Context: an optimization exercise on an open-source flow, tuned for small area and a short achievable clock period. The choices shown serve that exercise and are no tape-out recipe.
Only simulation tests tie the RTL to the original design; equivalence was not proved.
Power is estimated from default activity; no workload was simulated.

<file path="design/flow/config.mk">
export PLATFORM = sky130hd
export DESIGN_NAME = RegisterFile
export DESIGN_NICKNAME = RegisterFile
export VERILOG_FILES = /design/flow/design.v
export SDC_FILE = /design/flow/constraint.sdc
export NUM_CORES = 4
export LEC_CHECK = 0
export CAP_MARGIN = 20
export CORE_MARGIN = 2
export CORE_UTILIZATION = 40
export GPL_TIMING_DRIVEN = 0
export SETUP_SLACK_MARGIN = 0.8
export SLEW_MARGIN = 20
export SYNTH_HIERARCHICAL = 1
</file>
<file path="design/flow/constraint.sdc">
create_clock -name core_clock -period 3.5 [get_ports {clk}]
set_input_delay 0.7000 -clock core_clock [delete_from_list [all_inputs] [get_ports {clk}]]
set_output_delay 0.7000 -clock core_clock [all_outputs]
set_load 0.01 [all_outputs]
</file>
<file path="design/flow/design.v">
module RegisterFile(input wire clk,
                    input wire [7:0] A1,
                    input wire [7:0] A2,
                    input wire [7:0] A3,
                    input wire [7:0] WriteData,
                    input wire regWriteEnable,
                    output wire [7:0] RD1,
                    output wire [7:0] RD2);
  reg  [255:0] registers;  
  wire [255:0] next;
  wire [31:0] wen, nwen, sel1, sel2;
  rf_wdec  u_wdec (.a(A3[4:0]), .we(regWriteEnable), .en(wen), .nen(nwen));
  rf_rdec  u_rdec1(.a(A1[4:0]), .sel(sel1));
  rf_rdec  u_rdec2(.a(A2[4:0]), .sel(sel2));
  genvar i, b;
  generate
    for (i = 0; i < 32; i = i + 1) begin : row
      for (b = 0; b < 8; b = b + 1) begin : bt
        rf_hold u_hold(.q(registers[i*8 + b]), .en(wen[i]), .nen(nwen[i]),
                       .wd(WriteData[b]), .d(next[i*8 + b]));
      end
    end
  endgenerate
  always @(posedge clk)
    registers <= next;
  generate
    for (b = 0; b < 8; b = b + 1) begin : rd
      wire [31:0] col;
      for (i = 0; i < 32; i = i + 1) begin : c
        assign col[i] = registers[i*8 + b];
      end
      rf_rmux u_rmux1(.d(col), .sel(sel1), .y(RD1[b]));
      rf_rmux u_rmux2(.d(col), .sel(sel2), .y(RD2[b]));
    end
  endgenerate
endmodule
module rf_hold(input wire q, input wire en, input wire nen, input wire wd, output wire d);
  assign d = (q & nen) | (wd & en);
endmodule
module rf_wdec(input wire [4:0] a, input wire we, output wire [31:0] en, output wire [31:0] nen);
  wire [4:0] an;
  wire [3:0] pl;   
  wire [7:0] ph;   
  genvar i;
  generate
    for (i = 0; i < 5; i = i + 1) begin : n
      rf_inv u(.a(a[i]), .y(an[i]));
    end
    for (i = 0; i < 4; i = i + 1) begin : l
      rf_nand3 u(.a(we), .b(i[1] ? a[1] : an[1]), .c(i[0] ? a[0] : an[0]), .y(pl[i]));
    end
    for (i = 0; i < 8; i = i + 1) begin : h
      rf_nand3 u(.a(i[2] ? a[4] : an[4]), .b(i[1] ? a[3] : an[3]), .c(i[0] ? a[2] : an[2]), .y(ph[i]));
    end
    for (i = 0; i < 32; i = i + 1) begin : d
      rf_nor2 u(.a(pl[i % 4]), .b(ph[i / 4]), .y(en[i]));
      rf_inv  v(.a(en[i]), .y(nen[i]));
    end
  endgenerate
endmodule
module rf_rdec(input wire [4:0] a, output wire [31:0] sel);
  wire [4:0] an;
  wire [3:0] pl;   
  wire [7:0] ph;   
  genvar i;
  generate
    for (i = 0; i < 5; i = i + 1) begin : n
      rf_inv u(.a(a[i]), .y(an[i]));
    end
    for (i = 0; i < 4; i = i + 1) begin : l
      rf_nand2 u(.a(i[1] ? a[1] : an[1]), .b(i[0] ? a[0] : an[0]), .y(pl[i]));
    end
    for (i = 0; i < 8; i = i + 1) begin : h
      rf_nand3 u(.a(i[2] ? a[4] : an[4]), .b(i[1] ? a[3] : an[3]), .c(i[0] ? a[2] : an[2]), .y(ph[i]));
    end
    for (i = 0; i < 32; i = i + 1) begin : d
      rf_nor2 u(.a(pl[i % 4]), .b(ph[i / 4]), .y(sel[i]));
    end
  endgenerate
endmodule
module rf_inv(input wire a, output wire y);
  assign y = ~a;
endmodule
module rf_nand2(input wire a, input wire b, output wire y);
  assign y = ~(a & b);
endmodule
module rf_nor2(input wire a, input wire b, output wire y);
  assign y = ~(a | b);
endmodule
module rf_grp8(input wire [7:0] d, input wire [7:0] sel, output wire y);
  wire [3:0] p;   
  genvar k;
  generate
    for (k = 0; k < 4; k = k + 1) begin : g
      assign p[k] = ~((d[2*k] & sel[2*k]) | (d[2*k+1] & sel[2*k+1]));
    end
  endgenerate
  assign y = ~(&p);
endmodule
module rf_rmux(input wire [31:0] d, input wire [31:0] sel, output wire y);
  wire [3:0] q;   
  wire [1:0] r;   
  genvar k;
  generate
    for (k = 0; k < 4; k = k + 1) begin : h
      rf_grp8 u(.d(d[8*k +: 8]), .sel(sel[8*k +: 8]), .y(q[k]));
    end
    for (k = 0; k < 2; k = k + 1) begin : m
      rf_nor2 u(.a(q[2*k]), .b(q[2*k+1]), .y(r[k]));
    end
  endgenerate
  rf_nand2 u_o(.a(r[0]), .b(r[1]), .y(y));
endmodule
module rf_nand3(input wire a, input wire b, input wire c, output wire y);
  assign y = ~(a & b & c);
endmodule
</file>
<file path="design/flow/flow/run.sh">
#!/bin/bash
# Standard layout, with plain buffers (not delay cells) on the ports.
set -euo pipefail
export BUFFER_PORTS_ARGS="-buffer_cell sky130_fd_sc_hd__buf_2"
bash standard.sh > flow_standard.log 2>&1
</file>
<file path="design/flow/standard.sh">
#!/bin/bash
# synth_recipe.tcl (not shown) runs the flow's synth.tcl, then flattens the netlist and writes it again
# the make line also repeats each setting of config.mk as NAME=value (left out here)
make -C /OpenROAD-flow-scripts/flow DESIGN_CONFIG=/design/flow/config.mk WORK_HOME=/design/flow/orfs CLKGATE_MAP_FILE= SYNTH_SCRIPT=/design/flow/synth_recipe.tcl "${@:-finish}"
</file>
==> flow_summary.rst, run 1 <==
.. list-table::
   :header-rows: 1

   * - Metric
     - Value
   * - Status
     - timing/DRC/antenna clean
   * - Syn nets
     - between 1000 and 1500
   * - Upper clock frequency limit
     - 337 MHz
   * - Overall routed net length
     - roughly 41000 µm
   * - Antenna violations before repair
     - 0
   * - Detail-routed via count per cell
     - 6.87
   * - Worst-Skew Late Latency
     - 0.54 ns
   * - Data required time at the worst endpoint
     - 2.80 ns
   * - Worst-margin pin slew
     - roughly 1.0 ns
   * - Placement row count
     - 59
   * - Vias in the first global route
     - 9657
   * - Wire length of the first global-routing pass
     - 60400 µm
   * - Count of nets left with antenna violations after detail routing
     - 0
   * - Overall overflow remaining after global route
     - 0
   * - Clock sink total
     - between 200 and 300
   * - Share of final-layout standard cells stronger than drive strength 1
     - around a quarter
   * - Worst hold path class
     - flip-flop to flip-flop
   * - Overall routing resource usage
     - between 20% and 30%
   * - Standard cell core area
     - roughly 26000 µm²
   * - Proportion of synthesized flip-flops having asynchronous set or reset
     - 0%
   * - Final worst path period need
     - about 3.0 ns
   * - R2r setup slk
     - roughly 2.8 ns
   * - Largest register FFs
     - 256
   * - X dimension of the die
     - ~170 µm
   * - Routability congestion estimate
     - just under 1
   * - Starting density of the core
     - between 40% and 50%
   * - Input/output buffers
     - 40
   * - Commonest cells in the netlist
     - sky130_fd_sc_hd__a22o_1, sky130_fd_sc_hd__a22oi_1, sky130_fd_sc_hd__dfxtp_1
   * - Warnings from Yosys
     - 7
   * - Synthesized area per cell
     - about 10 µm²
   * - CTS root buffer
     - sky130_fd_sc_hd__clkbuf_16
   * - Final critical-path setup slack
     - 0.533 ns
   * - DRC viols
     - 0
   * - Leakage power
     - 4.65 nW
   * - Number of instances in the synthesized netlist
     - 1059
   * - Unique cell type count in the Yosys netlist
     - 8
   * - Number of diodes added for antenna fixing
     - 0
   * - Unrepaired setup endpoints after global routing
     - yes
   * - Mapped Area
     - 10600 µm²
   * - Clock-pin transition on the worst setup and hold timing paths
     - approximately 0.06 ns
   * - Worst-case clock skew
     - 0 ns
   * - Clock buffers created by TritonCTS
     - 26
   * - Starting DRC count in detailed routing
     - 1214
   * - Setup-failing EPs final
     - 0
   * - Max-capacitance violation count
     - 0
   * - Biggest register
     - registers
   * - CP max FO
     - 8
   * - Share of Yosys cell area claimed by the top area cell type
     - 48.5%
   * - Signal arrival time at the worst endpoint
     - between 2 and 2.5 ns
   * - CP Class
     - input pin to output port
   * - Fin crit share
     - between 80% and 90%
   * - Most used DFF post-synth
     - sky130_fd_sc_hd__dfxtp_1
   * - Area post-placement
     - approximately 11000 µm²
   * - Final total negative setup slack
     - 0 ns
   * - Cell depth of the worst flop-to-flop path
     - 1
   * - Worst slew margin relative to its limit
     - between 30 and 40%
   * - Count of final hold-check violations
     - 0
   * - Hold-fix buffers at CTS
     - 0
   * - Number of top-level pins
     - 50
   * - Part of the Yosys area used for sequential elements
     - 48.5%
   * - Cell total after placement
     - roughly 1400
   * - # H-tree levels
     - 1
   * - P per Cell Area
     - between 500 and 600 nW/µm²
   * - Pins Over Slew Limit
     - 0
   * - Post-DP HPWL
     - around 27000 µm
   * - Cell types with the largest area share after synthesis
     - sky130_fd_sc_hd__dfxtp_1, sky130_fd_sc_hd__a22o_1, sky130_fd_sc_hd__a22oi_1
   * - Count of flip-flops with a built-in enable after synthesis
     - 0
   * - Router iterations before antenna repair
     - 7
   * - Total via count in the routed design
     - 10300
   * - DIE AREA
     - 27800 µm²
   * - Smallest hold slack
     - between 0.5 and 0.6 ns
   * - Area overhead of the layout relative to synthesis
     - 27.9%
   * - Post-route insts no fill
     - between 1000 and 1500
   * - Largest registers
     - registers x256
   * - Post-Place Setup Slack
     - 0.304 ns
   * - CP startpoint kind
     - input pin
   * - Number of buffers on the longest clock path
     - 3
   * - Fin area
     - between 10000 and 15000 µm²
   * - Clock tree from TritonCTS
     - done
   * - Nature of the critical path endpoint
     - output port
   * - Cell depth of the worst min-delay path
     - 1
   * - VDD IR max
     - roughly 470 µV
   * - Die Ht
     - about 170 µm
   * - Flops & latches, synth
     - roughly 260
   * - Average wire per cell in the routed design
     - 27.4 µm
   * - Final net count
     - between 1000 and 1500
   * - Maximum number of pins on one net before global-route repair
     - 33
   * - Cell type with the highest aggregate area in the netlist
     - sky130_fd_sc_hd__dfxtp_1
==> layout make-up <==
type                       instances  area [µm²]
fill                            2381       12500
multi-input combinational        756        6440
sequential                       256        5120
clock buffer                      41         798
timing repair buffer              61         503
tap                              335         419
inverter                          47         203
clock inverter                     3        40.0
==> worst paths after layout <==
path | start | to
setup / recovery | A2[4] | RD2[3]
hold / removal | registers[138] | registers[138]
setup reg to reg | registers[134] | registers[134]
hold reg to reg | registers[138] | registers[138]
==> cell families after synthesis <==
group / count (synthesis) / share of synthesized area (%)
DFF: 256 / 48.5
AOI/OAI and AO/OA: 512 / 39.4
buffers and inverters: 47 / 1.67
and+or+nand+nor: 244 / 10.5
==> timing repair <==
action,4_1_cts,5_1_grt
pin swaps,47,68
setup buffers,15,6
endpoints found under the setup margin,16,16
resized for setup,253,60
==> Yosys stat by module, one instance, submodules excluded, a selection <==
module / cells inside / times used / flip-flops and latches / cell area, µm²
rf_nand3: 1 / 28 / 0 / 5.00
rf_nand2: 1 / 24 / 0 / 3.75
rf_hold: 1 / 256 / 0 / 8.76
rf_inv: 1 / 47 / 0 / 3.75
RegisterFile: 256 / 1 / 256 / 5120
rf_grp8: 5 / 64 / 0 / 36.3
rf_nor2: 1 / 128 / 0 / 3.75
==> cells in the final DEF, fill, tap and decap left out, types with 18 or more instances in the layout <==
cell / synthesis / final
sky130_fd_sc_hd__inv_1: 47 / 37
sky130_fd_sc_hd__nor2_2: 0 / 18
sky130_fd_sc_hd__nor2_4: 0 / 62
sky130_fd_sc_hd__a22oi_2: 0 / 69
sky130_fd_sc_hd__nor2_1: 128 / 48
sky130_fd_sc_hd__a22oi_1: 256 / 187
sky130_fd_sc_hd__dfxtp_1: 256 / 256
sky130_fd_sc_hd__buf_2: 0 / 26
sky130_fd_sc_hd__a22o_1: 256 / 256
sky130_fd_sc_hd__clkbuf_16: 0 / 27
sky130_fd_sc_hd__nand4_1: 64 / 64
sky130_fd_sc_hd__buf_4: 0 / 22
==> per-layer routing <==
layer / vias to the layer above / share of wire (%) / global-route usage, %
li1: 4541 / - / -
met1: 5027 / 43 / 39.8
met2: 601 / 43 / 42.8
met3: 128 / 9.4 / 6.13
met4: 0 / 3.9 / 9.67
met5: - / 0 / 0
==> power breakdown <==
group / leakage [nW] / switching, mW / internal, mW
clock: 0.413 / 1.12 / 1.62
sequential: 2.13 / 0.609 / 3.50
combinational: 2.11 / 0.559 / 0.637
==> stage by stage <==
stage               util, %  power (mW)
global placement       43.1        5.07
finish                 52.1        8.05
floorplan                 -        4.60
global route           52.1        8.32
detailed placement     43.1        5.10
CTS                    50.8        7.96
==> critical path, cell delays in order <==
cell                         delay (ns)
sky130_fd_sc_hd__buf_12            0.09
sky130_fd_sc_hd__clkinvlp_4        0.17
sky130_fd_sc_hd__nand3_4           0.22
sky130_fd_sc_hd__nor2_4            0.10
sky130_fd_sc_hd__a22oi_2           0.22
sky130_fd_sc_hd__nand4_1           0.22
sky130_fd_sc_hd__nor2_2            0.28
sky130_fd_sc_hd__nand2_1           0.11
sky130_fd_sc_hd__buf_2             0.15
==> run 2: changes to the inputs <==
--- a/design/flow/config.mk
+++ b/design/flow/config.mk
@@ -9,6 +9,6 @@
 export CORE_MARGIN = 2
 export CORE_UTILIZATION = 40
 export GPL_TIMING_DRIVEN = 0
-export SETUP_SLACK_MARGIN = 0.8
+export SETUP_SLACK_MARGIN = 1.1
 export SLEW_MARGIN = 20
 export SYNTH_HIERARCHICAL = 1
==> run 2 against run 1 <==
Critical path depth unchanged. Cell count did not move. Fmax rose by 0.24%. Wire length barely moved. Sequential power hardly changed. Setup slack improved by 0.0070 ns. Register-to-register slack hardly changed. Clock power about the same. Global-route usage unchanged. Worst hold slack lost 0.00058 ns. First-iteration DRC count down 1.2%. Via count unchanged.
==> flow_summary.rst, run 2 <==
.. list-table::
   :header-rows: 1

   * - Metric
     - Value
   * - Warnings from Yosys
     - 7
   * - Clock-pin transition on the worst setup and hold timing paths
     - 0.06 ns
   * - Most frequent cells in the layout
     - sky130_fd_sc_hd__a22o_1, sky130_fd_sc_hd__dfxtp_1, sky130_fd_sc_hd__a22oi_1
   * - Syn nets
     - ~1100
   * - Mapped Area
     - 10600 µm²
   * - Worst hold path class
     - flip-flop to flip-flop
   * - CP startpoint kind
     - input pin
   * - Vias in the first global route
     - 9657
   * - DRC viols
     - 0
   * - Count of final hold-check violations
     - 0
   * - End of the worst register-to-register path
     - registers[134]
   * - Starting DRC count in detailed routing
     - between 1000 and 1500
   * - Upper clock frequency limit
     - 338 MHz
   * - Utilization after layout
     - 52.1%
   * - Worst slew margin relative to its limit
     - around a third
   * - Setup-failing EPs final
     - 0
   * - Status
     - timing/DRC/antenna clean
   * - Worst-Skew Late Latency
     - ~0.54 ns
   * - X dimension of the die
     - roughly 170 µm
   * - Cell depth of the worst flop-to-flop path
     - 1
   * - Share of Yosys cell area claimed by the top area cell type
     - between 40% and 50%
   * - Data required time at the worst endpoint
     - between 2 and 3 ns
   * - Cell depth of the worst min-delay path
     - 1
   * - Overall routing resource usage
     - about 28%
   * - Starting density of the core
     - roughly two fifths
   * - Post-synthesis share of cell area spent on xor and xnor gates
     - 0%
   * - DIE AREA
     - around 28000 µm²
   * - Signal arrival time at the worst endpoint
     - roughly 2.3 ns
   * - Die Ht
     - roughly 170 µm
   * - Area overhead of the layout relative to synthesis
     - 28.0%
   * - Number of diodes added for antenna fixing
     - 0
   * - Overall routed net length
     - about 40000 µm
   * - Flops & latches, synth
     - 256
   * - CP Class
     - input pin to output port
   * - Most used DFF post-synth
     - sky130_fd_sc_hd__dfxtp_1
   * - Routability congestion estimate
     - roughly 0.97
   * - Detail-routed via count per cell
     - approximately 6.9
   * - Biggest register
     - registers
   * - Average wire per cell in the routed design
     - around 27 µm
   * - Number of filler instances in the final layout
     - approximately 2400
   * - Final net count
     - ~1200
   * - Clock buffers created by TritonCTS
     - 26
   * - VDD IR max
     - about 470 µV
   * - Final worst path period need
     - around 3.0 ns
   * - Count of nets left with antenna violations after detail routing
     - 0
   * - Standard cell core area
     - 26000 µm²
   * - Cell types with the largest area share after synthesis
     - sky130_fd_sc_hd__dfxtp_1, sky130_fd_sc_hd__a22o_1, sky130_fd_sc_hd__a22oi_1
   * - Router iterations before antenna repair
     - 6
   * - # H-tree levels
     - 1
   * - Simple-gate share of the synthesized area
     - 10.5%
   * - Total via count in the routed design
     - 10300
   * - Area post-placement
     - 11200 µm²
   * - CTS root buffer
     - sky130_fd_sc_hd__clkbuf_16
   * - Worst flop-to-flop path startpoint
     - registers[134]
   * - Antenna violations before repair
     - 0
   * - R2r setup slk
     - approximately 2.8 ns
   * - Number of top-level pins
     - 50
   * - Worst-case clock skew
     - 0 ns
   * - Largest register FFs
     - ~260
   * - Count of flip-flops with a built-in enable after synthesis
     - 0
   * - Multiplexer share of the synthesized area
     - 0%
   * - Maximum number of pins on one net before global-route repair
     - 33
   * - Fin area
     - approximately 14000 µm²
   * - Post-synthesis share of cell area spent on full adders, half adders and majority gates
     - 0%
   * - Largest registers
     - registers x256
   * - Max-capacitance violation count
     - 0
   * - Hold-fix buffers at CTS
     - 0
   * - Number of buffers on the longest clock path
     - 3
   * - Number of instances in the synthesized netlist
     - around 1100
   * - Final total negative setup slack
     - 0 ns
   * - Input/output buffers
     - 40
   * - Unique cell type count in the Yosys netlist
     - 8
   * - Part of the Yosys area used for sequential elements
     - roughly half
   * - Worst-margin pin slew
     - approximately 1.0 ns
   * - Synthesized area per cell
     - 9.99 µm²
   * - Share of final-layout standard cells stronger than drive strength 1
     - between 20 and 25%
   * - Placement row count
     - 59
   * - Pins Over Slew Limit
     - 0
   * - Clock sink total
     - roughly 260
   * - Post-DP HPWL
     - 27100 µm
   * - Proportion of synthesized flip-flops having asynchronous set or reset
     - 0%
   * - Clock tree from TritonCTS
     - done
   * - Largest family of logic cells by synthesized area
     - compound AO/OA/AOI/OAI gates
   * - Worst-case hold path end point
     - registers[138]
   * - Leakage power
     - between 4 and 5 nW
   * - Synth Area in Compound Gates
     - between 30% and 40%
   * - Wire length of the first global-routing pass
     - 60400 µm
   * - Launch instance of the worst min-delay path
     - registers[138]
   * - Post-layout total power
     - ~8.1 mW
   * - Cell type with the highest aggregate area in the netlist
     - sky130_fd_sc_hd__dfxtp_1
   * - Nature of the critical path endpoint
     - output port
   * - Overall overflow remaining after global route
     - 0
   * - P per Cell Area
     - ~600 nW/µm²
   * - Unrepaired setup endpoints after global routing
     - yes
   * - Commonest cells in the netlist
     - sky130_fd_sc_hd__a22o_1, sky130_fd_sc_hd__a22oi_1, sky130_fd_sc_hd__dfxtp_1
   * - CP max FO
     - 8
   * - Fin crit share
     - 84.6%
run 2: metrics by stage:
step | worst slack [ns] | instances | hold slack, ns
after CTS | 0.613 | 1493 | 0.515
after floorplan | 1.18 | 1059 | 0.479
after global routing | 0.532 | 1499 | 0.528
after global placement | 0.306 | 1434 | 0.493
final | 0.540 | 1499 | 0.508
after detailed placement | 0.304 | 1434 | 0.500
run 2: where the power goes:
group,internal [mW],switching [mW],leakage (nW)
Combinational,0.638,0.559,2.11
Clock,1.62,1.13,0.413
Sequential,3.50,0.608,2.13
Total,5.76,2.30,4.65
run 2: final cells by class:
cell class	count	area (µm²)	area share [%]
Sequential cell	256	5120	37.9
Tap cell	335	419	3.10
Multi-Input combinational cell	756	6450	47.6
Clock buffer	41	798	5.90
Inverter	47	203	1.50
Clock inverter	3	40.0	0.296
Timing Repair Buffer	61	503	3.72
run 2: Yosys stat by module, one instance, submodules excluded, excerpt:
module        flip-flops and latches  cells
rf_nand2                           0      1
RegisterFile                     256    256
rf_hold                            0      1
rf_inv                             0      1
rf_nor2                            0      1
rf_grp8                            0      5
rf_nand3                           0      1
run 2: layer usage:
layer | vias to the layer above | global-route usage (%) | part of all wire [%] | routed length [µm]
met4 | 0 | 9.67 | 4.1 | 1660
met1 | 5051 | 39.8 | 44 | 18000
met2 | 572 | 42.8 | 43 | 17700
li1 | 4537 | - | - | -
met3 | 137 | 6.13 | 9.0 | 3690
met5 | - | 0 | 0 | 0
run 2: cells by family (layout without fill, tap and decap cells):
| group | Yosys count | in the layout |
|---|---|---|
| DFF | 256 | 256 |
| and+or+nand+nor | 244 | 244 |
| buffers and inverters | 47 | 152 |
| AOI/OAI and AO/OA | 512 | 512 |
run 2: worst max path at each step:
stage | start | end | slack, ns | cells past startpoint
6_report | A2[4] | RD2[3] | 0.54 | 9
5_1_grt | A2[4] | RD2[3] | 0.53 | 9
4_1_cts | A1[3] | RD1[7] | 0.61 | 9
3_5_place_dp | A1[1] | RD1[7] | 0.30 | 9
3_3_place_gp | A1[1] | RD1[6] | 0.31 | 9
2_1_floorplan | A1[2] | RD1[0] | 1.18 | 7
run 2: critical path, stage by stage:
cell and delay, ns:
sky130_fd_sc_hd__buf_12 0.09, sky130_fd_sc_hd__clkinvlp_4 0.17, sky130_fd_sc_hd__nand3_4 0.21, sky130_fd_sc_hd__nor2_4 0.10, sky130_fd_sc_hd__a22oi_2 0.22, sky130_fd_sc_hd__nand4_1 0.22, sky130_fd_sc_hd__nor2_2 0.28, sky130_fd_sc_hd__nand2_1 0.11
sky130_fd_sc_hd__buf_2 0.15
run 2: what timing repair did:
action / in CTS / in global routing
setup buffers: 15 / 6
setup endpoints to repair: 16 / 26
pin swaps: 47 / 68
gates resized for setup: 253 / 63
==> run 3: changes to the inputs <==
==> design/flow/flow/run.sh (replaced) <==
#!/bin/bash
# Standard layout, with plain buffers (not delay cells) on the ports and a clock tree of
# small buffers without dummy loads.
set -euo pipefail
export BUFFER_PORTS_ARGS="-buffer_cell sky130_fd_sc_hd__buf_2"
export CTS_ARGS="-sink_clustering_enable -repair_clock_nets -dont_use_dummy_load -buf_list {sky130_fd_sc_hd__clkbuf_4 sky130_fd_sc_hd__clkbuf_8}"
bash standard.sh > flow_standard.log 2>&1
--- a/design/flow/config.mk
+++ b/design/flow/config.mk
@@ -9,6 +9,6 @@
 export CORE_MARGIN = 2
 export CORE_UTILIZATION = 40
 export GPL_TIMING_DRIVEN = 0
-export SETUP_SLACK_MARGIN = 1.1
+export SETUP_SLACK_MARGIN = 0.8
 export SLEW_MARGIN = 20
 export SYNTH_HIERARCHICAL = 1
==> run 3 against run 2 <==
Still clean. Sequential power about the same. Total power down 8.6%. Core utilization down 2.8 points. Clock skew unchanged.
==> flow_summary.rst, run 3 <==
.. list-table::
   :header-rows: 1

   * - Metric
     - Value
   * - Count of flip-flops with a built-in enable after synthesis
     - 0
   * - Largest register FFs
     - approximately 260
   * - CP max FO
     - 8
   * - Post-layout total power
     - between 7 and 8 mW
   * - Number of filler instances in the final layout
     - 2458
   * - Fin area
     - between 10000 and 15000 µm²
   * - CP startpoint kind
     - input pin
   * - Overall routed net length
     - around 40000 µm
   * - Clock sink total
     - approximately 260
   * - Number of buffers on the longest clock path
     - 3
   * - Share of final-layout standard cells stronger than drive strength 1
     - 21.9%
   * - Status
     - timing/DRC/antenna clean
   * - Unique cell type count in the Yosys netlist
     - 8
   * - Post-DP HPWL
     - 27100 µm
   * - Part of the Yosys area used for sequential elements
     - 48.5%
   * - Detail-routed via count per cell
     - 6.90
   * - Signal arrival time at the worst endpoint
     - between 2 and 2.5 ns
   * - Wire length of the first global-routing pass
     - ~60000 µm
   * - Cells traversed along the worst timing path
     - buf_2 > inv_1 > nand2_4 > nor2_2 > a22oi_1 > nand4_1 > nor2_2 > nand2_1 > buf_2
   * - Cell types with the largest area share after synthesis
     - sky130_fd_sc_hd__dfxtp_1, sky130_fd_sc_hd__a22o_1, sky130_fd_sc_hd__a22oi_1
   * - Final total negative setup slack
     - 0 ns
   * - Total via count in the routed design
     - between 10000 and 15000
   * - Router iterations before antenna repair
     - 6
   * - Worst-Skew Late Latency
     - around 0.54 ns
   * - Biggest register
     - registers
   * - Worst-margin pin slew
     - 1.03 ns
   * - Average wire per cell in the routed design
     - approximately 27 µm
   * - Overall routing resource usage
     - between 20 and 30%
   * - Syn nets
     - roughly 1100
   * - Area overhead of the layout relative to synthesis
     - 21.2%
   * - Die Ht
     - approximately 170 µm
   * - Mapped Area
     - ~11000 µm²
   * - Final net count
     - between 1000 and 1500
   * - R2r setup slk
     - 2.79 ns
   * - Warnings from Yosys
     - 7
   * - Worst flop-to-flop path startpoint
     - registers[252]
   * - Flops & latches, synth
     - ~260
   * - VDD IR max
     - between 300 and 400 µV
   * - Input/output buffers
     - 40
   * - Cell depth of the worst flop-to-flop path
     - 1
   * - Setup-failing EPs final
     - 0
   * - Antenna violations before repair
     - 0
   * - Number of instances in the synthesized netlist
     - 1059
   * - Leakage power
     - ~4.5 nW
   * - Standard cell core area
     - 26000 µm²
   * - Maximum number of pins on one net before global-route repair
     - 33
   * - Number of diodes added for antenna fixing
     - 0
   * - Synthesized area per cell
     - between 9 and 10 µm²
   * - Number of top-level pins
     - 50
   * - Worst-case hold path end point
     - registers[138]
   * - Data required time at the worst endpoint
     - between 2 and 3 ns
   * - CTS root buffer
     - sky130_fd_sc_hd__clkbuf_8
   * - DIE AREA
     - 27800 µm²
   * - Starting DRC count in detailed routing
     - around 1300
   * - Proportion of synthesized flip-flops having asynchronous set or reset
     - 0%
   * - # H-tree levels
     - 2
   * - Slowest cell on the critical path
     - sky130_fd_sc_hd__a22oi_1
   * - Worst-case clock skew
     - 0 ns
   * - Commonest cells in the netlist
     - sky130_fd_sc_hd__a22o_1, sky130_fd_sc_hd__a22oi_1, sky130_fd_sc_hd__dfxtp_1
   * - Cell depth of the worst min-delay path
     - 1
   * - Unrepaired setup endpoints after global routing
     - yes
   * - Cell type with the highest aggregate area in the netlist
     - sky130_fd_sc_hd__dfxtp_1
   * - Most frequent cells in the layout
     - sky130_fd_sc_hd__a22o_1, sky130_fd_sc_hd__dfxtp_1, sky130_fd_sc_hd__a22oi_1
   * - Pins Over Slew Limit
     - 0
   * - Share of Yosys cell area claimed by the top area cell type
     - 48.5%
   * - Upper clock frequency limit
     - around 320 MHz
   * - Placement row count
     - 59
   * - Routability congestion estimate
     - roughly 0.97
   * - Final worst path period need
     - ~3.1 ns
   * - Area post-placement
     - between 10000 and 15000 µm²
   * - Count of final hold-check violations
     - 0
   * - Overall overflow remaining after global route
     - 0
   * - Worst slew margin relative to its limit
     - between 30% and 40%
   * - Largest registers
     - registers x256
   * - Max incr delay on CP
     - 0.26 ns
   * - End of the worst register-to-register path
     - registers[252]
   * - Most used DFF post-synth
     - sky130_fd_sc_hd__dfxtp_1
   * - Clock-pin transition on the worst setup and hold timing paths
     - around 0.070 ns
   * - Clock tree from TritonCTS
     - done
   * - DRC viols
     - 0
   * - P per Cell Area
     - 575 nW/µm²
   * - X dimension of the die
     - roughly 170 µm
   * - Nature of the critical path endpoint
     - output port
   * - Max-capacitance violation count
     - 0
   * - Fin crit share
     - 88.2%
   * - Starting density of the core
     - 40.7%
   * - Vias in the first global route
     - 9753
   * - Clock buffers created by TritonCTS
     - a little over 40
   * - Worst hold path class
     - flip-flop to flip-flop
   * - Count of nets left with antenna violations after detail routing
     - 0
   * - Smallest hold slack
     - 0.511 ns
   * - Launch instance of the worst min-delay path
     - registers[138]
   * - CP Class
     - input pin to output port
run 3: logic make-up after synthesis:
kind of cell | Yosys count | share of synthesized area (%)
DFF | 256 | 48.5
and+or+nand+nor | 244 | 10.5
AOI/OAI and AO/OA | 512 | 39.4
buffers and inverters | 47 | 1.67
run 3: per-stage QoR:
step | setup slack (ns) | util [%] | cells
2_1_floorplan | 1.18 | - | 1059
3_3_place_gp | 0.306 | 43.1 | 1434
3_5_place_dp | 0.304 | 43.1 | 1434
4_1_cts | 0.565 | 48.3 | 1482
5_1_grt | 0.430 | 49.3 | 1489
6_report | 0.412 | 49.3 | 1489
run 3: how the worst max path moves through the flow:
| stage | startpoint | to | slack, ns |
|---|---|---|---|
| detailed placement | A1[1] | RD1[7] | 0.30 |
| CTS | A2[4] | RD2[2] | 0.57 |
| finish | A2[1] | RD2[1] | 0.41 |
| global placement | A1[1] | RD1[6] | 0.31 |
| floorplan | A1[2] | RD1[0] | 1.18 |
| global route | A2[2] | RD2[6] | 0.43 |
run 3: final cells by class:
| type | count | area, µm² | share of cell area, % |
|---|---|---|---|
| inverters | 47 | 188 | 1.46 |
| well taps | 335 | 419 | 3.27 |
| repair buffers | 54 | 404 | 3.15 |
| multi-input cells | 756 | 6110 | 47.7 |
| flip-flops and latches | 256 | 5120 | 40.0 |
| clock buffers | 41 | 564 | 4.40 |
run 3: Yosys stat by module, one instance, submodules excluded, a selection:
module        flops+latches  cells
RegisterFile            256    256
rf_grp8                   0      5
rf_hold                   0      1
rf_nand3                  0      1
rf_inv                    0      1
rf_nand2                  0      1
rf_nor2                   0      1
run 3: critical path, delay by kind of cell:
kind            cells  cell delay (ns)
simple gates        5             0.96
buf+inv             3             0.46
compound gates      1             0.26
run 3: what timing repair did:
action	CTS	global route
hold buffers	0	0
buffers inserted	7	7
gates resized for setup	191	41
pin swaps	21	44
setup endpoints to repair	16	16
run 3: report_power, final:
part	switching (mW)	internal (mW)	leakage [nW]	total (mW)
Combinational	0.537	0.619	2.06	1.16
Sequential	0.591	3.50	2.13	4.09
Clock	1.08	1.03	0.295	2.11
Total	2.21	5.15	4.48	7.36
run 3: per-layer routing:
layer  wire [µm]  vias up  GRT usage (%)
li1            -     4541              -
met1       17800     4966           38.9
met3        4180      127           7.72
met4        1530        0           10.6
met5           0        -              0
met2       17400      636           41.7
==> run 4: changes to the inputs <==
--- a/design/flow/config.mk
+++ b/design/flow/config.mk
@@ -7,7 +7,7 @@
 export LEC_CHECK = 0
 export CAP_MARGIN = 20
 export CORE_MARGIN = 2
-export CORE_UTILIZATION = 40
+export CORE_UTILIZATION = 55
 export GPL_TIMING_DRIVEN = 0
 export SETUP_SLACK_MARGIN = 0.8
 export SLEW_MARGIN = 20
==> run 4 against run 3 <==
First-iteration DRC count up 25%. Sequential cell count unchanged. Wire length down 2.0%. Global-route usage up 10 points. Clock skew unchanged. Clock power about the same.
==> flow_summary.rst, run 4 <==
.. list-table::
   :header-rows: 1

   * - Metric
     - Value
   * - Slowest cell on the critical path
     - sky130_fd_sc_hd__nand4_1
   * - Worst-Skew Late Latency
     - between 0.5 and 0.6 ns
   * - Nature of the critical path endpoint
     - output port
   * - GR Layer Usage met3
     - a little over a tenth
   * - Antenna violations before repair
     - 0
   * - Final net count
     - between 1000 and 1500
   * - Unrepaired setup endpoints after global routing
     - yes
   * - Status
     - timing/DRC/antenna clean
   * - Biggest register
     - registers
   * - Largest registers
     - registers x256
   * - Overall routed net length
     - around 40000 µm
   * - Clock sink total
     - 256
   * - Fin crit share
     - about 86%
   * - Cells traversed along the worst timing path
     - buf_12 > clkinvlp_4 > nand2_8 > buf_12 > nor2_4 > a22oi_2 > nand4_1 > nor2_1 > nand2_1 > buf_2
   * - DIE AREA
     - 20400 µm²
   * - Max-capacitance violation count
     - 0
   * - DRC viols
     - 0
   * - Standard cell core area
     - approximately 19000 µm²
   * - Placement row count
     - 50
   * - P per Cell Area
     - 552 nW/µm²
   * - Proportion of synthesized flip-flops having asynchronous set or reset
     - 0%
   * - Router iterations before antenna repair
     - 7
   * - CP max FO
     - 8
   * - Die Ht
     - 143 µm
   * - Cell with the most instances on the worst path
     - sky130_fd_sc_hd__buf_12
   * - Area post-placement
     - 11100 µm²
   * - Overall overflow remaining after global route
     - 0
   * - Share of Yosys cell area claimed by the top area cell type
     - 48.5%
   * - Upper clock frequency limit
     - about 330 MHz
   * - Synthesized area per cell
     - approximately 10 µm²
   * - Warnings from Yosys
     - 7
   * - Max incr delay on CP
     - about 0.24 ns
   * - Cell type with the highest aggregate area in the netlist
     - sky130_fd_sc_hd__dfxtp_1
   * - Count of final hold-check violations
     - 0
   * - Fin area
     - ~13000 µm²
   * - Overall routing resource usage
     - between 30% and 40%
   * - GR Layer Usage met2
     - a little under three fifths
   * - Post-DP HPWL
     - around 26000 µm
   * - Worst-case clock skew
     - 0 ns
   * - Clock buffers created by TritonCTS
     - about 40
   * - Total via count in the routed design
     - between 10000 and 15000
   * - Most used DFF post-synth
     - sky130_fd_sc_hd__dfxtp_1
   * - Post-layout total power
     - ~7.4 mW
   * - Vias in the first global route
     - ~9700
   * - Flops & latches, synth
     - about 260
   * - Average wire per cell in the routed design
     - about 29 µm
   * - Starting DRC count in detailed routing
     - between 1500 and 2000
   * - Cell total after placement
     - between 1000 and 1500
   * - Worst-margin pin slew
     - between 0.9 and 1 ns
   * - Data required time at the worst endpoint
     - about 2.8 ns
   * - Wire length of the first global-routing pass
     - around 58000 µm
   * - # H-tree levels
     - 2
   * - Setup-failing EPs final
     - 0
   * - Number of diodes added for antenna fixing
     - 0
   * - Cell types with the largest area share after synthesis
     - sky130_fd_sc_hd__dfxtp_1, sky130_fd_sc_hd__a22o_1, sky130_fd_sc_hd__a22oi_1
   * - VDD IR max
     - roughly 370 µV
   * - Number of top-level pins
     - 50
   * - Mapped Area
     - about 11000 µm²
   * - Final worst path period need
     - 3.00 ns
   * - CTS root buffer
     - sky130_fd_sc_hd__clkbuf_8
   * - Routability congestion estimate
     - ~1.0
   * - Count of flip-flops with a built-in enable after synthesis
     - 0
   * - Unique cell type count in the Yosys netlist
     - 8
   * - Clock-pin transition on the worst setup and hold timing paths
     - ~0.06 ns
   * - Pins Over Slew Limit
     - 0
   * - Final total negative setup slack
     - 0 ns
   * - Share of final-layout standard cells stronger than drive strength 1
     - between 20% and 30%
   * - Count of nets left with antenna violations after detail routing
     - 0
   * - Most frequent cells in the layout
     - sky130_fd_sc_hd__a22o_1, sky130_fd_sc_hd__dfxtp_1, sky130_fd_sc_hd__a22oi_1
   * - Leakage power
     - 4.55 nW
   * - X dimension of the die
     - ~140 µm
   * - Input/output buffers
     - 40
   * - Worst hold path class
     - flip-flop to flip-flop
   * - Number of buffers on the longest clock path
     - 3
   * - Signal arrival time at the worst endpoint
     - ~2.3 ns
   * - Grt met1 use
     - 53.4%
   * - Clock tree from TritonCTS
     - done
   * - Part of the Yosys area used for sequential elements
     - between 40% and 50%
   * - Smallest hold slack
     - a little over 0.5 ns
   * - CP Class
     - input pin to output port
   * - Maximum number of pins on one net before global-route repair
     - 33
   * - Number of instances in the synthesized netlist
     - approximately 1100
   * - Global route hottest layer
     - met2
   * - Detail-routed via count per cell
     - approximately 7.5
   * - CP startpoint kind
     - input pin
   * - Starting density of the core
     - between 50% and 60%
   * - Largest register FFs
     - approximately 260
   * - Syn nets
     - 1093
   * - Area overhead of the layout relative to synthesis
     - 27.2%
   * - Worst slew margin relative to its limit
     - 34.8%
   * - Post-route insts no fill
     - between 1000 and 1500
   * - Commonest cells in the netlist
     - sky130_fd_sc_hd__a22o_1, sky130_fd_sc_hd__a22oi_1, sky130_fd_sc_hd__dfxtp_1
-- run 4: report_power, final --
| group | internal, mW | switching, mW | leakage (nW) |
|---|---|---|---|
| Sequential | 3.50 | 0.639 | 2.13 |
| Clock | 1.03 | 1.04 | 0.295 |
| Combinational | 0.643 | 0.566 | 2.13 |
| Total | 5.18 | 2.25 | 4.55 |
-- run 4: worst max-delay path, delay by kind of cell --
| kind | cells | cell delay [ns] |
|---|---|---|
| AND/OR/NAND/NOR | 5 | 0.83 |
| buffers and inverters | 4 | 0.54 |
| AO/OA/AOI/OAI | 1 | 0.22 |
-- run 4: logic make-up (layout without fill, tap and decap cells) --
kind of cell | after synthesis | in the layout | share of synthesized area, %
AO/OA/AOI/OAI | 512 | 512 | 39.4
flip-flops | 256 | 256 | 48.5
AND/OR/NAND/NOR | 244 | 244 | 10.5
buffers and inverters | 47 | 148 | 1.67
-- run 4: worst paths after layout --
kind	start	endpoint	slack, ns	depth (start not counted)
setup / recovery	A1[0]	RD1[2]	0.50	10
hold / removal	registers[253]	registers[253]	0.51	1
setup reg to reg	registers[144]	registers[144]	2.75	1
hold reg to reg	registers[253]	registers[253]	0.51	1
-- run 4: routing by layer --
| layer | vias up | wire length (µm) |
|---|---|---|
| met5 | - | 0 |
| li1 | 4572 | - |
| met1 | 5029 | 16500 |
| met3 | 164 | 4830 |
| met2 | 745 | 16900 |
| met4 | 0 | 1800 |
-- run 4: per-module statistics from Yosys (local to each module, per instance), a selection --
module	cell area (µm²)	times used	flops+latches	cells
RegisterFile	5120	1	256	256
rf_nand3	5.00	28	0	1
rf_grp8	36.3	64	0	5
rf_nand2	3.75	24	0	1
rf_nor2	3.75	128	0	1
rf_inv	3.75	47	0	1
rf_hold	8.76	256	0	1
-- run 4: timing repair --
| item | in CTS | in global routing |
|---|---|---|
| pin swaps | 72 | 68 |
| gates resized for setup | 321 | 58 |
| hold buffers | 0 | 0 |
| gates cloned | 0 | 0 |
| endpoints found under the setup margin | 16 | 16 |
| buffers inserted | 13 | 7 |
-- run 4: cell type report --
type,count,area [µm²]
Multi-Input combinational cell,756,6710
Fill cell,1424,5320
Sequential cell,256,5120
Clock buffer,41,564
Timing Repair Buffer,60,546
Tap cell,234,293
Inverter,47,211
-- run 4: per-stage QoR --
| step | worst slack, ns | utilization, % |
|---|---|---|
| 2_1_floorplan | 1.18 | - |
| 3_3_place_gp | 0.351 | 59.0 |
| 3_5_place_dp | 0.357 | 59.0 |
| 4_1_cts | 0.603 | 69.9 |
| 5_1_grt | 0.535 | 71.7 |
| 6_report | 0.495 | 71.7 |
==> run 5: changes to the inputs <==
==> design/flow/flow/run.sh (replaced) <==
#!/bin/bash
# Standard layout, with plain buffers (not delay cells) on the ports and a clock tree of
# small buffers without dummy loads.
set -euo pipefail
export BUFFER_PORTS_ARGS="-buffer_cell sky130_fd_sc_hd__buf_2"
export CTS_ARGS="-sink_clustering_enable -repair_clock_nets -dont_use_dummy_load -buf_list {sky130_fd_sc_hd__clkbuf_4 sky130_fd_sc_hd__clkbuf_8} -sink_clustering_size 16 -sink_clustering_max_diameter 60"
bash standard.sh > flow_standard.log 2>&1
--- a/design/flow/config.mk
+++ b/design/flow/config.mk
@@ -7,7 +7,7 @@
 export LEC_CHECK = 0
 export CAP_MARGIN = 20
 export CORE_MARGIN = 2
-export CORE_UTILIZATION = 55
+export CORE_UTILIZATION = 40
 export GPL_TIMING_DRIVEN = 0
 export SETUP_SLACK_MARGIN = 0.8
 export SLEW_MARGIN = 20
==> run 5 against run 4 <==
Still clean. Sequential cell count stayed put. Sequential share of layout area rose by 2.9 points. Wire length grew 0.64%. Die area is 36% higher. Clock power down 27%. Total power is 9.2% lower. Critical path depth fell by 1. Fmax fell by 1.6%. Sequential power fell by 1%. Critical path type unchanged. Highest routed layer unchanged.
==> flow_summary.rst, run 5 <==
.. list-table::
   :header-rows: 1

   * - Metric
     - Value
   * - Status
     - timing/DRC/antenna clean
   * - Clock-pin transition on the worst setup and hold timing paths
     - roughly 0.1 ns
   * - Number of filler instances in the final layout
     - 2491
   * - Biggest register
     - registers
   * - Antenna violations before repair
     - 0
   * - Flops & latches, synth
     - ~260
   * - Synthesized area per cell
     - 9.99 µm²
   * - Starting density of the core
     - about two fifths
   * - Commonest cells in the netlist
     - sky130_fd_sc_hd__a22o_1, sky130_fd_sc_hd__a22oi_1, sky130_fd_sc_hd__dfxtp_1
   * - Average wire per cell in the routed design
     - 27.5 µm
   * - DIE AREA
     - around 28000 µm²
   * - Worst-margin pin slew
     - between 1 and 1.5 ns
   * - Setup-failing EPs final
     - 0
   * - Count of flip-flops with a built-in enable after synthesis
     - 0
   * - Share of Yosys cell area claimed by the top area cell type
     - approximately 48%
   * - Routability congestion estimate
     - slightly below 1
   * - Count of nets left with antenna violations after detail routing
     - 0
   * - Fin crit share
     - between 80 and 90%
   * - Detail-routed via count per cell
     - roughly 7
   * - Warnings from Yosys
     - 7
   * - Data required time at the worst endpoint
     - 2.80 ns
   * - Standard cell core area
     - 26000 µm²
   * - Cell depth of the worst flop-to-flop path
     - 1
   * - Largest registers
     - registers x256
   * - Count of final hold-check violations
     - 0
   * - Number of top-level pins
     - 50
   * - Worst hold path class
     - flip-flop to flip-flop
   * - Post-DP HPWL
     - 27100 µm
   * - X dimension of the die
     - ~170 µm
   * - Router iterations before antenna repair
     - 6
   * - Post-layout total power
     - 6.74 mW
   * - Upper clock frequency limit
     - roughly 330 MHz
   * - Total via count in the routed design
     - ~10000
   * - CP max FO
     - 8
   * - Area overhead of the layout relative to synthesis
     - 18.0%
   * - Input/output buffers
     - 40
   * - Pins Over Slew Limit
     - 0
   * - Clock sink total
     - 256
   * - Worst-case clock skew
     - 0 ns
   * - Mapped Area
     - between 10000 and 15000 µm²
   * - Unrepaired setup endpoints after global routing
     - yes
   * - CP Class
     - input pin to output port
   * - Hold-fix buffers at CTS
     - 0
   * - Worst flop-to-flop path startpoint
     - registers[29]
   * - Nature of the critical path endpoint
     - output port
   * - Share of final-layout standard cells stronger than drive strength 1
     - about 20%
   * - Part of the Yosys area used for sequential elements
     - roughly half
   * - Cell types with the largest area share after synthesis
     - sky130_fd_sc_hd__dfxtp_1, sky130_fd_sc_hd__a22o_1, sky130_fd_sc_hd__a22oi_1
   * - End of the worst register-to-register path
     - registers[29]
   * - Unique cell type count in the Yosys netlist
     - 8
   * - Post-Place Setup Slack
     - approximately 0.30 ns
   * - Overall routing resource usage
     - between 20 and 30%
   * - Vias in the first global route
     - roughly 9500
   * - Cell type with the highest aggregate area in the netlist
     - sky130_fd_sc_hd__dfxtp_1
   * - Overall overflow remaining after global route
     - 0
   * - Launch instance of the worst min-delay path
     - registers[138]
   * - Overall routed net length
     - between 40000 and 50000 µm
   * - Final critical-path setup slack
     - between 0.4 and 0.5 ns
   * - Fin area
     - approximately 12000 µm²
   * - Starting DRC count in detailed routing
     - ~1400
   * - Largest register FFs
     - between 200 and 300
   * - Maximum number of pins on one net before global-route repair
     - 33
   * - Final net count
     - 1164
   * - Worst-Skew Late Latency
     - roughly 0.57 ns
   * - Area post-placement
     - ~11000 µm²
   * - Syn nets
     - ~1100
   * - Final total negative setup slack
     - 0 ns
   * - Worst slew margin relative to its limit
     - 32.1%
   * - Leakage power
     - 4.30 nW
   * - # H-tree levels
     - 1
   * - Number of buffers on the longest clock path
     - 3
   * - CTS root buffer
     - sky130_fd_sc_hd__clkbuf_8
   * - Number of instances in the synthesized netlist
     - 1059
   * - VDD IR max
     - 403 µV
   * - Placement row count
     - 59
   * - Number of diodes added for antenna fixing
     - 0
   * - R2r setup slk
     - ~2.8 ns
   * - DRC viols
     - 0
   * - Final worst path period need
     - ~3.1 ns
   * - Clock buffers created by TritonCTS
     - 22
   * - Proportion of synthesized flip-flops having asynchronous set or reset
     - 0%
   * - Most used DFF post-synth
     - sky130_fd_sc_hd__dfxtp_1
   * - Clock tree from TritonCTS
     - done
   * - Die Ht
     - roughly 170 µm
   * - Worst-case hold path end point
     - registers[138]
   * - Most frequent cells in the layout
     - sky130_fd_sc_hd__a22o_1, sky130_fd_sc_hd__dfxtp_1, sky130_fd_sc_hd__a22oi_1
   * - P per Cell Area
     - 540 nW/µm²
   * - CP startpoint kind
     - input pin
   * - Max-capacitance violation count
     - 0
   * - Cell depth of the worst min-delay path
     - 1
   * - Worst Setup SP
     - A2[1]
   * - Wire length of the first global-routing pass
     - 58900 µm
   * - Signal arrival time at the worst endpoint
     - between 2 and 2.5 ns
run 5: changes by cell type in the layout (fill, tap and decap cells not counted), sizes merged:
cell	delta
clkinvlp	-3
buf	-14
inv	+3
clkbuf	-18
run 5: worst max-delay path by stage:
stage | cells after the start | to | slack [ns]
after floorplan | 7 | RD1[0] | 1.18
after global placement | 9 | RD1[6] | 0.31
after detailed placement | 9 | RD1[7] | 0.30
after CTS | 9 | RD2[2] | 0.57
after global routing | 9 | RD2[6] | 0.43
final | 9 | RD2[5] | 0.45
run 5: critical path, stage by stage:
cell	delay [ns]
sky130_fd_sc_hd__buf_2	0.16
sky130_fd_sc_hd__inv_1	0.13
sky130_fd_sc_hd__nand2_4	0.23
sky130_fd_sc_hd__nor2_2	0.14
sky130_fd_sc_hd__a22oi_1	0.24
sky130_fd_sc_hd__nand4_1	0.21
sky130_fd_sc_hd__nor2_2	0.27
sky130_fd_sc_hd__nand2_1	0.11
sky130_fd_sc_hd__buf_2	0.15
run 5: cell type report:
| type | count | area (µm²) | share of cell area (%) |
|---|---|---|---|
| inverters | 47 | 185 | 1.48 |
| multi-input cells | 756 | 6130 | 49.1 |
| well taps | 335 | 419 | 3.36 |
| repair buffers | 47 | 323 | 2.59 |
| clock buffers | 22 | 303 | 2.43 |
| flip-flops and latches | 256 | 5120 | 41.1 |
run 5: timing repair:
| item | CTS | global route |
|---|---|---|
| resized for setup | 187 | 47 |
| setup buffers | 4 | 3 |
| endpoints found under the setup margin | 16 | 16 |
| pin swaps | 31 | 48 |
run 5: cell families (layout without fill, tap and decap cells):
| family | after synthesis | count (layout) | synth area share [%] |
|---|---|---|---|
| simple gates | 244 | 244 | 10.5 |
| compound gates | 512 | 512 | 39.4 |
| buf+inv | 47 | 116 | 1.67 |
| flops | 256 | 256 | 48.5 |
run 5: layer usage:
metal  vias to the layer above  global-route usage (%)  share of wire (%)
li1                       4497                       -                  -
met1                      4962                    38.7                 44
met2                       589                    40.7                 43
met3                       115                    7.39                 10
met4                         0                    10.5                3.8
met5                         -                       0                  0
run 5: Yosys stat by module (local to each module, per instance), a selection:
| module | area (µm²) | cells inside |
|---|---|---|
| rf_nor2 | 3.75 | 1 |
| rf_nand3 | 5.00 | 1 |
| rf_grp8 | 36.3 | 5 |
| RegisterFile | 5120 | 256 |
| rf_hold | 8.76 | 1 |
| rf_inv | 3.75 | 1 |
run 5: metrics by stage:
step | util [%] | hold WS, ns | std cells
finish | 48.0 | 0.518 | 1463
CTS | 47.1 | 0.517 | 1460
detailed placement | 43.1 | 0.500 | 1434
global route | 48.0 | 0.533 | 1463
floorplan | - | 0.479 | 1059
global placement | 43.1 | 0.493 | 1434
run 5: power breakdown:
part	internal, mW	switching, mW
registers	3.49	0.589
logic	0.612	0.535
clock network	0.562	0.949
==> run 6: changes to the inputs <==
--- a/design/flow/config.mk
+++ b/design/flow/config.mk
@@ -9,6 +9,6 @@
 export CORE_MARGIN = 2
 export CORE_UTILIZATION = 40
 export GPL_TIMING_DRIVEN = 0
-export SETUP_SLACK_MARGIN = 0.8
+export SETUP_SLACK_MARGIN = 0.6
 export SLEW_MARGIN = 20
 export SYNTH_HIERARCHICAL = 1
==> run 6 against run 5 <==
Highest routed layer unchanged. Critical path type unchanged. Sequential power about the same. Still clean on timing, DRC and antenna. Sequential share of layout area about the same. Combinational power about the same. Count of clock-buffer cells in the layout unchanged. Fmax decreased by 0.16%.
==> flow_summary.rst, run 6 <==
.. list-table::
   :header-rows: 1

   * - Metric
     - Value
   * - Number of top-level pins
     - 50
   * - Unique cell type count in the Yosys netlist
     - 8
   * - Worst-Skew Late Latency
     - 0.57 ns
   * - DRC viols
     - 0
   * - Count of final hold-check violations
     - 0
   * - Average wire per cell in the routed design
     - between 20 and 30 µm
   * - Worst hold path class
     - flip-flop to flip-flop
   * - Detail-routed via count per cell
     - 6.90
   * - Placement row count
     - 59
   * - Post-Place Setup Slack
     - just over 0.3 ns
   * - Synthesized area per cell
     - between 9 and 10 µm²
   * - Part of the Yosys area used for sequential elements
     - 48.5%
   * - Leakage power
     - 4.34 nW
   * - Final total negative setup slack
     - 0 ns
   * - Max-capacitance violation count
     - 0
   * - Nature of the critical path endpoint
     - output port
   * - Starting DRC count in detailed routing
     - 1326
   * - Wire length of the first global-routing pass
     - 59000 µm
   * - Share of final-layout standard cells stronger than drive strength 1
     - 19.1%
   * - Maximum number of pins on one net before global-route repair
     - 33
   * - Input/output buffers
     - 40
   * - Cell type with the highest aggregate area in the netlist
     - sky130_fd_sc_hd__dfxtp_1
   * - CTS root buffer
     - sky130_fd_sc_hd__clkbuf_8
   * - Mapped Area
     - around 11000 µm²
   * - Largest registers
     - registers x256
   * - Worst-margin pin slew
     - slightly above 1 ns
   * - Setup-failing EPs final
     - 0
   * - Proportion of synthesized flip-flops having asynchronous set or reset
     - 0%
   * - Cell total after placement
     - about 1400
   * - Antenna violations before repair
     - 0
   * - CP max FO
     - 8
   * - Biggest register
     - registers
   * - Overall routed net length
     - 40400 µm
   * - Worst slew margin relative to its limit
     - a little under a third
   * - Starting density of the core
     - a little over 40%
   * - CP Class
     - input pin to output port
   * - # H-tree levels
     - 1
   * - Standard cell core area
     - approximately 26000 µm²
   * - CP startpoint kind
     - input pin
   * - Worst-case clock skew
     - 0 ns
   * - Final net count
     - ~1200
   * - Data required time at the worst endpoint
     - around 2.8 ns
   * - Most frequent cells in the layout
     - sky130_fd_sc_hd__a22o_1, sky130_fd_sc_hd__dfxtp_1, sky130_fd_sc_hd__a22oi_1
   * - Fin area
     - 12500 µm²
   * - Status
     - timing/DRC/antenna clean
   * - Utilization after layout
     - 48.0%
   * - Post-layout total power
     - 6.73 mW
   * - Clock sink total
     - around 260
   * - Flops & latches, synth
     - roughly 260
   * - Clock buffers created by TritonCTS
     - 22
   * - Count of flip-flops with a built-in enable after synthesis
     - 0
   * - Post-route insts no fill
     - roughly 1500
   * - Clock tree from TritonCTS
     - done
   * - Smallest hold slack
     - ~0.52 ns
   * - Vias in the first global route
     - between 9000 and 10000
   * - Hold-fix buffers at CTS
     - 0
   * - Total via count in the routed design
     - between 10000 and 15000
   * - Commonest cells in the netlist
     - sky130_fd_sc_hd__a22o_1, sky130_fd_sc_hd__a22oi_1, sky130_fd_sc_hd__dfxtp_1
   * - Signal arrival time at the worst endpoint
     - about 2.4 ns
   * - Warnings from Yosys
     - 7
   * - Post-DP HPWL
     - between 20000 and 30000 µm
   * - Largest register FFs
     - 256
   * - Area post-placement
     - between 10000 and 15000 µm²
   * - Pins Over Slew Limit
     - 0
   * - Final worst path period need
     - 3.06 ns
   * - Syn nets
     - 1093
   * - Number of buffers on the longest clock path
     - 3
   * - Number of diodes added for antenna fixing
     - 0
   * - Count of nets left with antenna violations after detail routing
     - 0
   * - DIE AREA
     - around 28000 µm²
   * - Upper clock frequency limit
     - around 330 MHz
   * - Routability congestion estimate
     - a little under 1
   * - Number of instances in the synthesized netlist
     - ~1100
   * - X dimension of the die
     - roughly 170 µm
   * - Clock-pin transition on the worst setup and hold timing paths
     - roughly 0.1 ns
   * - VDD IR max
     - approximately 430 µV
   * - P per Cell Area
     - between 500 and 600 nW/µm²
   * - Die Ht
     - between 150 and 200 µm
   * - Final critical-path setup slack
     - 0.443 ns
   * - Router iterations before antenna repair
     - 6
   * - Unrepaired setup endpoints after global routing
     - yes
   * - Overall overflow remaining after global route
     - 0
   * - Most used DFF post-synth
     - sky130_fd_sc_hd__dfxtp_1
   * - Cell types with the largest area share after synthesis
     - sky130_fd_sc_hd__dfxtp_1, sky130_fd_sc_hd__a22o_1, sky130_fd_sc_hd__a22oi_1
   * - Share of Yosys cell area claimed by the top area cell type
     - about half
   * - Overall routing resource usage
     - 27.7%
   * - Area overhead of the layout relative to synthesis
     - 18.0%
   * - Fin crit share
     - between 80 and 90%
-- run 6: cell counts after synthesis --
Identical to the previous run, type by type.
-- run 6: final cells by class --
cell class	count	area, µm²
Clock buffer	22	303
Fill cell	2496	13500
Inverter	47	185
Multi-Input combinational cell	756	6070
Sequential cell	256	5120
Tap cell	335	419
Timing Repair Buffer	51	380
-- run 6: timing repair --
action	4_1_cts	5_1_grt
setup buffers	6	5
cloned	0	0
gates resized for setup	152	70
pin swaps	20	35
endpoints found under the setup margin	16	16
-- run 6: cell families (layout without fill, tap and decap cells) --
group / after synthesis / in the layout / synth area share [%]
and+or+nand+nor: 244 / 244 / 10.5
AOI/OAI and AO/OA: 512 / 512 / 39.4
buffers and inverters: 47 / 120 / 1.67
DFF: 256 / 256 / 48.5
-- run 6: path summary, 6_finish.rpt --
check | slack (ns) | cells after the start | endpoint | from
min | 0.52 | 1 | registers[138] | registers[138]
max reg2reg | 2.78 | 1 | registers[250] | registers[250]
min reg2reg | 0.52 | 1 | registers[138] | registers[138]
max | 0.44 | 9 | RD2[1] | A2[1]
-- run 6: where the power goes --
group / internal [mW] / leakage (nW) / switching (mW) / total (mW)
registers: 3.49 / 2.13 / 0.579 / 4.07
logic: 0.616 / 2.05 / 0.537 / 1.15
clock network: 0.562 / 0.158 / 0.944 / 1.51
total: 4.67 / 4.34 / 2.06 / 6.73
-- run 6: per-layer routing --
metal  track usage (%)  up-vias  routed length (µm)
li1                  -     4488                   -
met1              38.6     4939               17900
met2              40.6      591               17200
met3              7.77      107                3820
met4              10.6        0                1480
met5                 0        -                   0
-- run 6: Yosys stat by module, one instance, submodules excluded, excerpt --
module        copies in the design  cells inside  cell area (µm²)
rf_grp8                         64             5             36.3
RegisterFile                     1           256             5120
rf_inv                          47             1             3.75
rf_nand3                        28             1             5.00
rf_hold                        256             1             8.76
rf_nor2                        128             1             3.75
rf_nand2                        24             1             3.75
-- run 6: worst max-delay path: stages --
cell and delay (ns):
sky130_fd_sc_hd__buf_2 0.17, sky130_fd_sc_hd__inv_1 0.13, sky130_fd_sc_hd__nand2_4 0.24, sky130_fd_sc_hd__nor2_2 0.13
sky130_fd_sc_hd__a22oi_1 0.22, sky130_fd_sc_hd__nand4_1 0.20, sky130_fd_sc_hd__nor2_2 0.26, sky130_fd_sc_hd__nand2_1 0.13
sky130_fd_sc_hd__buf_2 0.16
==> run 7: changes to the inputs <==
==> design/flow/flow/run.sh (replaced) <==
#!/bin/bash
# Standard layout, with plain buffers (not delay cells) on the ports and a clock tree of
# small buffers without dummy loads.
set -euo pipefail
export BUFFER_PORTS_ARGS="-buffer_cell sky130_fd_sc_hd__buf_2"
export CTS_ARGS="-sink_clustering_enable -repair_clock_nets -dont_use_dummy_load -buf_list {sky130_fd_sc_hd__clkbuf_8 sky130_fd_sc_hd__clkbuf_16} -sink_clustering_size 24 -sink_clustering_max_diameter 80"
bash standard.sh > flow_standard.log 2>&1
--- a/design/flow/config.mk
+++ b/design/flow/config.mk
@@ -9,6 +9,7 @@
 export CORE_MARGIN = 2
 export CORE_UTILIZATION = 40
 export GPL_TIMING_DRIVEN = 0
-export SETUP_SLACK_MARGIN = 0.6
+export PLACE_DENSITY = 0.8
+export SETUP_SLACK_MARGIN = 0.8
 export SLEW_MARGIN = 20
 export SYNTH_HIERARCHICAL = 1
==> run 7 against run 6 <==
Still clean. Total power is 4.5% higher. Count of clock-buffer cells in the layout is 7 lower. Setup slack better by 0.019 ns. Clock power is 13% higher. Sequential power is 1% higher. Cell count is 0.14% higher. Die area stayed put. Clock skew stayed put. Wire length is 0.29% higher. Register-to-register slack worse by 0.02 ns. Critical endpoint is now RD2[2]. Largest cell class unchanged. Largest power group unchanged.
==> flow_summary.rst, run 7 <==
.. list-table::
   :header-rows: 1

   * - Metric
     - Value
   * - Status
     - timing/DRC/antenna clean
   * - Switch Pwr
     - around 2.1 mW
   * - Share of final-layout standard cells stronger than drive strength 1
     - a little over a quarter
   * - Worst-case clock skew
     - 0 ns
   * - Antenna violations before repair
     - 0
   * - Final total negative setup slack
     - 0 ns
   * - Final net count
     - 1170
   * - Final critical-path setup slack
     - 0.463 ns
   * - CP startpoint kind
     - input pin
   * - Worst-Skew Late Latency
     - 0.50 ns
   * - Flop pwr share
     - 58.6%
   * - Synth Area in Compound Gates
     - between 30% and 40%
   * - Vias in the first global route
     - roughly 10000
   * - Starting DRC count in detailed routing
     - 1697
   * - Syn nets
     - about 1100
   * - Number of buffers on the longest clock path
     - 3
   * - Area overhead of the layout relative to synthesis
     - 25.6%
   * - Cell type with the highest aggregate area in the netlist
     - sky130_fd_sc_hd__dfxtp_1
   * - VDD IR max
     - ~550 µV
   * - Clock tree from TritonCTS
     - done
   * - Count of final hold-check violations
     - 0
   * - Grt met1 use
     - between 30% and 40%
   * - Biggest register
     - registers
   * - Input/output buffers
     - 40
   * - Clock-pin transition on the worst setup and hold timing paths
     - roughly 0.090 ns
   * - Hold-fix buffers at CTS
     - 0
   * - Cell total after placement
     - between 1000 and 1500
   * - Largest family of logic cells by synthesized area
     - compound AO/OA/AOI/OAI gates
   * - Pins Over Slew Limit
     - 0
   * - Clock sink total
     - about 260
   * - Smallest hold slack
     - between 0.5 and 0.6 ns
   * - Number of diodes added for antenna fixing
     - 0
   * - Worst-margin pin slew
     - just over 1 ns
   * - Max-capacitance violation count
     - 0
   * - Standard cell core area
     - approximately 26000 µm²
   * - Setup-failing EPs final
     - 0
   * - Number of filler instances in the final layout
     - 2301
   * - Unique cell type count in the Yosys netlist
     - 8
   * - Placement row count
     - between 50 and 60
   * - Post-route insts no fill
     - about 1500
   * - Synthesized area per cell
     - approximately 10 µm²
   * - # H-tree levels
     - 1
   * - Multiplexer share of the synthesized area
     - 0%
   * - X dimension of the die
     - 167 µm
   * - GR Layer Usage met2
     - 40.2%
   * - Routability congestion estimate
     - 1.04
   * - Commonest cells in the netlist
     - sky130_fd_sc_hd__a22o_1, sky130_fd_sc_hd__a22oi_1, sky130_fd_sc_hd__dfxtp_1
   * - Flops & latches, synth
     - between 200 and 300
   * - Part of the Yosys area used for sequential elements
     - between 40% and 50%
   * - Unrepaired setup endpoints after global routing
     - yes
   * - P per Cell Area
     - 530 nW/µm²
   * - Detail-routed via count per cell
     - slightly above 7
   * - Global route hottest layer
     - met2
   * - Clock buffers created by TritonCTS
     - 15
   * - Starting density of the core
     - 40.7%
   * - Post-synthesis share of cell area spent on full adders, half adders and majority gates
     - 0%
   * - Proportion of synthesized flip-flops having asynchronous set or reset
     - 0%
   * - Fin crit share
     - between 80% and 90%
   * - Count of flip-flops with a built-in enable after synthesis
     - 0
   * - Maximum number of pins on one net before global-route repair
     - 33
   * - Switching Share
     - 30.4%
   * - Leakage power
     - about 4.4 nW
   * - Number of instances in the synthesized netlist
     - 1059
   * - Worst hold path class
     - flip-flop to flip-flop
   * - Share of Yosys cell area claimed by the top area cell type
     - a little under 50%
   * - Nature of the critical path endpoint
     - output port
   * - DRC viols
     - 0
   * - Largest registers
     - registers x256
   * - Mapped Area
     - 10600 µm²
   * - Wire length of the first global-routing pass
     - approximately 60000 µm
   * - Post-DP HPWL
     - around 26000 µm
   * - DIE AREA
     - roughly 28000 µm²
   * - Simple-gate share of the synthesized area
     - between 10% and 20%
   * - Total via count in the routed design
     - around 11000
   * - Router iterations before antenna repair
     - 8
   * - Most frequent cells in the layout
     - sky130_fd_sc_hd__a22o_1, sky130_fd_sc_hd__dfxtp_1, sky130_fd_sc_hd__a22oi_1
   * - GR Layer Usage met3
     - about 7.7%
   * - Overall routing resource usage
     - ~28%
   * - Signal arrival time at the worst endpoint
     - between 2 and 2.5 ns
   * - Overall routed net length
     - 40500 µm
   * - Die Ht
     - around 170 µm
   * - Most used DFF post-synth
     - sky130_fd_sc_hd__dfxtp_1
   * - Relative contribution of the clock network to total power
     - between 20% and 30%
   * - Count of nets left with antenna violations after detail routing
     - 0
   * - CTS root buffer
     - sky130_fd_sc_hd__clkbuf_16
   * - CP max FO
     - 8
   * - Worst slew margin relative to its limit
     - roughly 33%
   * - CP Class
     - input pin to output port
   * - Final worst path period need
     - roughly 3.0 ns
   * - Largest register FFs
     - between 200 and 300
   * - Internal cell power
     - slightly below 5 mW
   * - Overall overflow remaining after global route
     - 0
   * - Number of top-level pins
     - 50
   * - Portion of total power attributed to combinational logic
     - between 15 and 20%
   * - Warnings from Yosys
     - 7
   * - Upper clock frequency limit
     - between 300 and 400 MHz
   * - Post-Place Setup Slack
     - ~0.34 ns
   * - Post-synthesis share of cell area spent on xor and xnor gates
     - 0%
   * - Cell types with the largest area share after synthesis
     - sky130_fd_sc_hd__dfxtp_1, sky130_fd_sc_hd__a22o_1, sky130_fd_sc_hd__a22oi_1
   * - Data required time at the worst endpoint
     - around 2.8 ns
   * - Average wire per cell in the routed design
     - ~28 µm
-- run 7: cell counts after synthesis --
No cell type changed its count.
-- run 7: what timing repair did --
item / CTS / global route
resized for setup: 311 / 54
pin swaps: 76 / 70
setup endpoints to repair: 16 / 16
setup buffers: 14 / 6
-- run 7: per-module statistics from Yosys (local to each module, per instance), a selection --
module | flops+latches | cells | area (µm²)
rf_inv | 0 | 1 | 3.75
rf_nand2 | 0 | 1 | 3.75
rf_grp8 | 0 | 5 | 36.3
rf_nor2 | 0 | 1 | 3.75
rf_hold | 0 | 1 | 8.76
rf_nand3 | 0 | 1 | 5.00
RegisterFile | 256 | 256 | 5120
-- run 7: final timing paths --
kind              cells past startpoint             end            from  slack, ns
setup / recovery                      9          RD2[2]           A2[1]       0.46
hold / removal                        1   registers[29]   registers[29]       0.52
setup reg to reg                      1  registers[233]  registers[233]       2.76
hold reg to reg                       1   registers[29]   registers[29]       0.52
-- run 7: layout make-up --
cell class	instances	area (µm²)	share of cell area [%]
Tap cell	335	419	3.16
Inverter	47	210	1.58
Clock buffer	15	375	2.83
Multi-Input combinational cell	756	6660	50.1
Timing Repair Buffer	60	494	3.72
Sequential cell	256	5120	38.6
-- run 7: metal layers --
layer | up-vias | wire (µm) | part of all wire (%)
met5 | - | 0 | 0
met4 | 0 | 2440 | 6.0
met3 | 233 | 5270 | 13
met2 | 819 | 16700 | 41
met1 | 5125 | 16100 | 40
li1 | 4507 | - | -
-- run 7: through the flow --
step | utilization, % | power, mW | cell area (µm²)
CTS | 50.0 | 6.91 | 13000
global placement | 43.1 | 5.02 | 11200
floorplan | - | 4.60 | 10600
finish | 51.1 | 7.04 | 13300
detailed placement | 43.1 | 5.08 | 11200
global route | 51.1 | 7.26 | 13300
-- run 7: power groups by stage --
stage / registers, mW / logic, mW / clock network [mW]
final: 4.12 / 1.21 / 1.71
after global routing: 4.18 / 1.27 / 1.81
after CTS: 4.05 / 1.14 / 1.72
after detailed placement: 4.06 / 1.02 / 0
after global placement: 4.04 / 0.979 / 0
after floorplan: 3.88 / 0.713 / 0
-- run 7: logic make-up (layout without fill, tap and decap cells) --
group                  after synthesis  after routing
AO/OA/AOI/OAI                      512            512
buffers and inverters               47            122
AND/OR/NAND/NOR                    244            244
flip-flops                         256            256
-- run 7: worst max-delay path: stages --
cell	delay [ns]
sky130_fd_sc_hd__buf_12	0.10
sky130_fd_sc_hd__clkinvlp_4	0.19
sky130_fd_sc_hd__nand2_8	0.23
sky130_fd_sc_hd__nor2_4	0.09
sky130_fd_sc_hd__a22oi_2	0.22
sky130_fd_sc_hd__nand4_1	0.26
sky130_fd_sc_hd__nor2_2	0.25
sky130_fd_sc_hd__nand2_1	0.12
sky130_fd_sc_hd__buf_2	0.16

## separate check: timing with driven ports
How much do the figures lean on ideal ports? The routed layouts below were timed once more, with nothing changed but the port constraints. Step 1 sets driving cells, clkbuf_16 on the clock port and buf_2 on the other inputs (assumed; they add their load-dependent delay and slew). Step 2, shift: input delay + t, output delay - t, t = (earliest + latest rising clock arrival at the registers) / 2. This alone moves slack from input paths to output paths. Slacks: ideal ports / drivers / drivers and shift; pairs: ideal ports / drivers.
run | t (ns) | slack for setup (ns)
run 1 | 0.586 | 0.533 / 0.470 / 0.470
run 2 | 0.587 | 0.540 / 0.475 / 0.475
run 3 | 0.584 | 0.412 / 0.387 / 0.387
run 4 | 0.585 | 0.495 / 0.428 / 0.428
run 5 | 0.588 | 0.448 / 0.423 / 0.423
run 6 | 0.590 | 0.443 / 0.418 / 0.418
run 7 | 0.544 | 0.463 / 0.350 / 0.350
After both steps setup and hold are still met in every run listed.
